This design comes from an exercise in tuning for small area, a short achievable clock period and few clock cycles per item on the open sky130 flow, not from production work. Function not checked in this run: the RTL went through the layout flow alone.

==> design.v <==
`timescale 1ns / 1ps
module multiplier
(
    input CLK,
    input [31:0] A,
    input [31:0] B,
    output reg [63:0] P
);
reg [31:0] a_r;
reg [31:0] b_r;
reg [63:0] p1, p2, p3, p4;
always @(posedge CLK) begin
    a_r <= A;
    b_r <= B;
    p1 <= a_r * b_r;
    p2 <= p1;
    p3 <= p2;
    p4 <= p3;
    P <= p4;
end
endmodule
`timescale 1ns / 1ps
module matrix_multiplier_v2
# (
    ADDR_WIDTH = 17,
    DATA_WIDTH = 32
)
(
    input clk,
    input rst,
    input start,
    input [DATA_WIDTH - 1 : 0] x_data,
    input [DATA_WIDTH - 1 : 0] y_data,
    input [ADDR_WIDTH - 1 : 0] x_rows,
    input [ADDR_WIDTH - 1 : 0] y_cols,
    input [ADDR_WIDTH - 1 : 0] x_cols_y_rows,
    output reg [ADDR_WIDTH - 1 : 0] x_addr,
    output reg [ADDR_WIDTH - 1 : 0] y_addr,
    output reg [ADDR_WIDTH - 1 : 0] z_addr,
    output reg [DATA_WIDTH - 1 : 0] z_data,
    output reg z_wen,
    output reg busy
);
reg [DATA_WIDTH - 1 : 0] multi_iter;
reg [DATA_WIDTH - 1 : 0] x_row;
reg [DATA_WIDTH - 1 : 0] y_col;
reg [DATA_WIDTH - 1 : 0] x_col_y_row;
reg [1:0] x_addr_cnt_en;
reg x_addr_cnt_rst;
reg [1:0] y_addr_cnt_en;
reg y_addr_cnt_rst;
reg z_addr_cnt_en;
reg z_addr_cnt_rst;
reg z_sum_reg_en;
reg z_sum_reg_rst;
reg multi_iter_en;
reg multi_iter_rst;
reg x_row_en;
reg x_row_rst;
reg y_col_en;
reg y_col_rst;
reg x_col_y_row_en;
reg x_col_y_row_rst;
wire [63:0] x_mul_y;
reg [2:0] current_state;
reg [2:0] next_state;
localparam done = 0, x_row_loop = 1, y_col_loop = 2, x_addr_loop = 3, x_col_y_row_loop = 4, y_addr_loop = 5, z_sum_loop = 6, z_sum_store = 7;
always @ (posedge clk) begin
    if (rst)
        current_state <= done;
    else
        current_state <= next_state;
end
always @(
    current_state,
    start,
    z_data,
    multi_iter,
    x_row,
    y_col,
    x_col_y_row,
    x_data,
    x_rows,
    y_cols,
    x_cols_y_rows
     ) begin
    busy = 0;
    z_wen = 0;
    x_addr_cnt_en = 0;
    x_addr_cnt_rst = 0;
    y_addr_cnt_en = 0;
    y_addr_cnt_rst = 0;
    z_addr_cnt_en = 0;
    z_addr_cnt_rst = 0;
    z_sum_reg_en = 0;
    z_sum_reg_rst = 0;
    multi_iter_en = 0;
    multi_iter_rst = 0;
    x_row_en = 0;
    x_row_rst = 0;
    y_col_en = 0;
    y_col_rst = 0;
    x_col_y_row_en = 0;
    x_col_y_row_rst = 0;
    next_state = current_state;
    case (current_state)
        done:
        begin
            if (start) begin
                busy = 1;
                x_addr_cnt_rst = 1;
                y_addr_cnt_rst = 1;
                z_addr_cnt_rst = 1;
                z_sum_reg_rst = 1;
                multi_iter_rst = 1;
                x_row_rst = 1;
                y_col_rst = 1;
                x_col_y_row_rst = 1;
                next_state = x_row_loop;
            end
        end
        x_row_loop:
        begin
            busy = 1;
            if (x_row == x_rows) begin
                next_state = done;
            end
            else begin
                y_col_rst = 1;
                next_state = y_col_loop;
            end
        end
        y_col_loop:
        begin
            busy = 1;
            if (y_col == y_cols) begin
                x_row_en = 1;
                next_state = x_row_loop;
            end
            else begin
                z_sum_reg_rst = 1;
                x_addr_cnt_rst = 1;
                multi_iter_rst = 1;
                x_col_y_row_rst = 1;
                next_state = x_addr_loop;
            end
        end
        x_addr_loop:
        begin
            busy = 1;
            if (multi_iter == x_row) begin
                next_state = x_col_y_row_loop; 
            end
            else begin
                x_addr_cnt_en = 2'b01;
                multi_iter_en = 1;
            end
        end
        x_col_y_row_loop:
        begin
            busy = 1;
            if (x_col_y_row == x_cols_y_rows) begin
                z_wen = 1;
                z_addr_cnt_en = 1;
                y_col_en = 1;
                next_state = y_col_loop;
            end
            else begin
                y_addr_cnt_rst = 1;
                multi_iter_rst = 1;
                next_state = y_addr_loop;
            end
        end
        y_addr_loop:
        begin
            busy = 1;
            if (multi_iter == x_col_y_row) begin
                multi_iter_en = 1;
                y_addr_cnt_en = 2'b10;
            end
            else if(multi_iter == x_col_y_row + 1) begin
                multi_iter_rst = 1;
                next_state = z_sum_loop;
            end
            else begin
                multi_iter_en = 1;
                y_addr_cnt_en = 2'b01;
            end
        end
        z_sum_loop:
        begin
            busy = 1;
            multi_iter_en = 1;
            if (multi_iter == 6)
                next_state = z_sum_store;
        end
        z_sum_store:
        begin
            busy = 1;
            z_sum_reg_en = 1;
            x_addr_cnt_en = 2'b10;
            x_col_y_row_en = 1;
            next_state = x_col_y_row_loop;
        end
        default:
        begin
            busy = 0;
            z_wen = 0;
            x_addr_cnt_en = 0;
            x_addr_cnt_rst = 0;
            y_addr_cnt_en = 0;
            y_addr_cnt_rst = 0;
            z_addr_cnt_en = 0;
            z_addr_cnt_rst = 0;
            z_sum_reg_en = 0;
            z_sum_reg_rst = 0;
            multi_iter_en = 0;
            multi_iter_rst = 0;
            x_row_en = 0;
            x_row_rst = 0;
            y_col_en = 0;
            y_col_rst = 0;
            x_col_y_row_en = 0;
            x_col_y_row_rst = 0;
        end
    endcase
end
always @(posedge clk) begin
    if (x_addr_cnt_rst)
        x_addr <= 0;
    else if(x_addr_cnt_en == 2'b01) 
        x_addr <= x_addr + x_cols_y_rows;
    else if (x_addr_cnt_en == 2'b10)
        x_addr <= x_addr + 1;
end
always @(posedge clk) begin
    if (y_addr_cnt_rst)
        y_addr <= 0;
    else if(y_addr_cnt_en == 2'b01)
        y_addr <= y_addr + y_cols;
    else if(y_addr_cnt_en == 2'b10) 
        y_addr <= y_addr + y_col;
end
always @(posedge clk) begin
    if (z_addr_cnt_rst)
        z_addr <= 0;
    else if(z_addr_cnt_en) 
        z_addr <= z_addr + 1;
end
always @(posedge clk) begin
    if (multi_iter_rst)
        multi_iter <= 0;
    else if(multi_iter_en) 
        multi_iter <= multi_iter + 1;
end
always @(posedge clk) begin
    if (x_row_rst)
        x_row <= 0;
    else if(x_row_en) 
        x_row <= x_row + 1;
end
always @(posedge clk) begin
    if (y_col_rst)
        y_col <= 0;
    else if(y_col_en) 
        y_col <= y_col + 1;
end
always @(posedge clk) begin
    if (x_col_y_row_rst)
        x_col_y_row <= 0;
    else if(x_col_y_row_en) 
        x_col_y_row <= x_col_y_row + 1;
end
always @(posedge clk) begin
    if (z_sum_reg_rst)
        z_data <= 0;
    else if(z_sum_reg_en) 
        z_data <= x_mul_y[31:0] + z_data;
end
multiplier multiplier
(
    .CLK(clk),
    .A(x_data),
    .B(y_data),
    .P(x_mul_y)
);
endmodule
==> run.sh <==
#!/bin/bash
# synth_recipe.tcl (not shown) runs the flow's synth.tcl, then flattens the netlist and writes it again
# the make line also repeats each setting of config.mk as NAME=value (left out here)
make -C /OpenROAD-flow-scripts/flow DESIGN_CONFIG=/design/flow/config.mk WORK_HOME=/design/flow/orfs CLKGATE_MAP_FILE= SYNTH_SCRIPT=/design/flow/synth_recipe.tcl finish
==> config.mk <==
export PLATFORM = sky130hd
export DESIGN_NAME = matrix_multiplier_v2
export DESIGN_NICKNAME = matrix_multiplier_v2
export VERILOG_FILES = /design/flow/design.v
export SDC_FILE = /design/flow/constraint.sdc
export NUM_CORES = 4
export LEC_CHECK = 0
export CAP_MARGIN = 20
export CORE_MARGIN = 2
export CORE_UTILIZATION = 40
export SLEW_MARGIN = 20
==> constraint.sdc <==
create_clock -name core_clock -period 8.5 [get_ports {clk}]
set_input_delay 1.7000 -clock core_clock [delete_from_list [all_inputs] [get_ports {clk}]]
set_output_delay 1.7000 -clock core_clock [all_outputs]
set_load 0.01 [all_outputs]
==> results by group <==
CTS
  – CTS Root Cell: clkbuf_16
  – Cts bufs inserted: 49
  – Worst-skew pair later-pin latency: just over 600 ps
  – CTS resizes: 0
  – Post-CTS setup buffer count: 0
  – CTS max path bufs: 3
  – Clk pin slew, worst setup/hold paths: around 60 ps
  – CTS tree: yes
  – CTS hold repair buffers: 0
  – CTS sink cnt: 438
  – Htree depth: 2

Drt
  – Routed WL: between 80000 and 90000 µm
  – Final ANT Viol Nets: 0
  – Drt wl/cell: 17.5 µm
  – 1st-pass router iterations: 5
  – Via density: 4.98
  – Initial DRC count: about 1600
  – Routed vias: between 20000 and 30000
  – DRC: 0

Worst setup path
  – Start of the worst register-to-register path: multiplier.a_r[6]$_DFF_P_
  – CP max-delay cell: dfxtp_1
  – Worst Setup SP: multiplier.a_r[6]$_DFF_P_
  – Endpoint of the worst register-to-register path: multiplier.p1[31]$_DFF_P_
  – Slowest cell delay on critical path: a little under 1000 ps
  – Reg2reg setup slack: about 850 ps
  – Critical Path Sink: multiplier.p1[31]$_DFF_P_
  – Worst endpoint required time: 8960 ps
  – Worst-path fanout max: 26
  – Critical Path Sink Type: register
  – Worst R2R Path Depth: 24
  – Worst path arrival time: slightly above 8000 ps
  – CP Launch Type: register
  – Most used cell, CP: fa_1
  – CP cell instances: and2_1 > fa_1 > fa_1 > inv_1 > fa_1 > fa_1 > inv_1 > ha_1 > ha_1 > fa_1 > inv_1 > fa_1 > inv_1 > ha_1 > or3_1 > nor4_1 > a21boi_0 > nor4_1 > o2111ai_1 > a21oi_1 > o31ai_1 > nand2_1 > a311oi_1 > xnor2_1
  – CP Class: reg -> reg

Hold path
  – HP Class: reg -> reg
  – Min-delay src: multiplier.p2[30]$_DFF_P_

Logic synthesis
  – Post-synth top area share: 25.3%
  – Synthesized cell area: ~35000 µm²
  – Syn avg cell area: slightly above 9 µm²
  – Netlist cell types: 83
  – Count leader, synth: inv_1
  – Mapped Cells: approximately 3800
  – Syn nets: roughly 4500
  – Yosys warning count: 2
  – Yosys reg bits: between 400 and 500
  – Top_reg_cell synth: dfxtp_1
  – Post-synth EDFFs: 0
  – Seq/Total Area, Yosys: roughly a quarter
  – Top cells by count, synth: inv_1, dfxtp_1, fa_1
  – Asr flop ratio synth: 0%
  – Top cell type by total area after synthesis: dfxtp_1
  – Synth area leaders: dfxtp_1, fa_1, ha_1

STA
  – Clk_skew: 38.0 ps
  – Crit share post-route: 89.9%
  – Final min period: ~7600 ps
  – RSZ-0062 raised after global routing: no
  – Slew Limit Fails: 0
  – Slew headroom: between 30% and 40%
  – Hold Vio Cnt, Final: 0
  – Fmax: about 0.13 GHz
  – Setup_tns: 0 ps
  – Actual slew at the worst max-slew pin: 1010 ps
  – Setup ws final: 854 ps
  – # setup viols final: 0

Global route
  – Vias in the first global route: 25300
  – GRT Total Usage: approximately a fifth
  – Global-route wire length before repair: 142000 µm
  – Initial antenna violation count: 5
  – Global route total overflow: 0
  – Largest net degree at the start of global routing: 80

Cells and area
  – Final Cell Area: approximately 39000 µm²
  – Finished Layout Cells: just over 5000
  – Area growth, synth to finish: 13.4%
  – Fraction of layout cells with a size suffix above 1: 4.36%
  – Nets: between 4000 and 5000

Die
  – Initial core utilization: roughly two fifths
  – Die Wd: roughly 300 µm
  – # rows: between 100 and 150
  – I/O pins: between 200 and 250
  – Core Footprint: 85500 µm²
  – Die height: ~300 µm
  – Die area: between 80000 and 90000 µm²

Place
  – Pre-CTS setup slack: 805 ps
  – Post-DP Area: around 38000 µm²
  – Placed cell count: ~5000
  – HPWL Detailed: approximately 70000 µm
  – Placer Congestion: 0.892
  – IO buf count: between 200 and 250

Outcome
  – Outcome: complete, no violations

Run
  – Max-cap violations: 0
## registers in the layout (all words and copies together) (netlist names), 32 cells and up
| signal | flops |
|---|---|
| x_col_y_row | 32 |
| z_data | 32 |
| multiplier.p1 | 32 |
| multiplier.b_r | 32 |
| multiplier.P | 32 |
| multiplier.p4 | 32 |
| multiplier.a_r | 32 |
| multi_iter | 32 |
| y_col | 32 |
| multiplier.p2 | 32 |
| multiplier.p3 | 32 |
| x_row | 32 |
## through the flow
| step | hold WS (ps) | util [%] |
|---|---|---|
| finish | 291 | 45.9 |
| global route | 305 | 45.9 |
| CTS | 291 | 45.9 |
| detailed placement | 312 | 43.9 |
| global placement | 310 | 43.9 |
| floorplan | 310 | - |
## cell families (layout without fill, tap and decap cells)
family	count (synthesis)	in the layout	share of synthesized area [%]
xor+xnor	386	386	9.78
fa+ha+maj	606	606	30.8
other cells	0	2	0
simple gates	1312	1312	18.8
compound gates	355	355	6.76
mux	41	41	1.25
flops	438	438	25.3
buf+inv	651	782	7.30
## critical path: cells and delay by family (launching register included)
| family | cells | cell delay (ps) |
|---|---|---|
| buf+inv | 4 | 180 |
| compound gates | 5 | 1470 |
| flops | 1 | 980 |
| xor+xnor | 1 | 90 |
| fa+ha+maj | 9 | 3640 |
| simple gates | 5 | 1110 |
## per-layer routing
metal  track usage [%]  wire length [µm]
met5                 0                 0
met1              28.4             41700
met2              31.9             39900
met4              6.02              2510
met3              2.72              4710
## cells in the final DEF, fill, tap and decap left out, drive strengths merged, types with 5 or more instances in the layout
cell type / n
nand2b: 15
nor2b: 13
bufinv: 5
nand3: 70
or3: 24
a2111oi: 19
mux2i: 24
xnor2: 260
o31ai: 9
and2: 306
dfxtp: 438
a211oi: 35
ha: 193
inv: 451
and3: 35
nand4: 59
mux2: 17
a31oi: 15
nand2: 402
xor2: 126
buf: 38
nor3: 50
o211ai: 6
clkbuf: 69
or4: 5
clkdlybuf4s50: 202
o21ai: 57
fa: 412
a31o: 7
or2: 6
nor2: 267
and4: 14
o21a: 13
a21o: 29
clkinv: 14
o22ai: 13
nor4: 34
a21oi: 109
## layout make-up
cell class | count | area [µm²]
diodes | 2 | 5.00
clock buffers | 69 | 1370
clock inverters | 23 | 332
fillers | 8212 | 46300
inverters | 450 | 1690
multi-input cells | 2700 | 23400
flip-flops and latches | 438 | 8770
well taps | 1144 | 1430
repair buffers | 240 | 2310
## worst min-delay path by stage
| stage | to | slack [ps] | depth (start not counted) |
|---|---|---|---|
| global placement | multiplier.p4[19]$_DFF_P_ | 310 | 0 |
| detailed placement | multiplier.P[12]$_DFF_P_ | 310 | 0 |
| floorplan | multiplier.P[0]$_DFF_P_ | 310 | 0 |
| global route | multiplier.p4[31]$_DFF_P_ | 310 | 0 |
| finish | multiplier.p3[30]$_DFF_P_ | 290 | 0 |
| CTS | multiplier.p4[31]$_DFF_P_ | 290 | 0 |

[separate check: timing with driven ports]
The flow's constraints put no driver on any port. The routed layout listed below was extracted and timed again, unchanged, in two steps. Step 1, drivers: a clkbuf_16 drives clk and a buf_2 each remaining input, both assumed. Step 2 adds t to the input delays and takes it off the output delays; t is the mean of the earliest and latest rising clock arrival at the registers after step 1. Input paths then give back, and output paths get back, about the clock's delay inside the block. a / b / c = ideal ports / drivers / drivers and shift; a / b = the first two.
t, ns: 0.663
setup slack, ns: 0.854 / 0.854 / 0.854
latest minus earliest clock arrival (ns): 0.038 / 0.039
worst slew at a driven data input, ns: 0.12
pins driven straight from the clock port: 1
After both steps setup and hold are still met in this run. For this run, drivers alone change the setup slack by 0.000 ns; drivers and shift together by 0.000 ns.
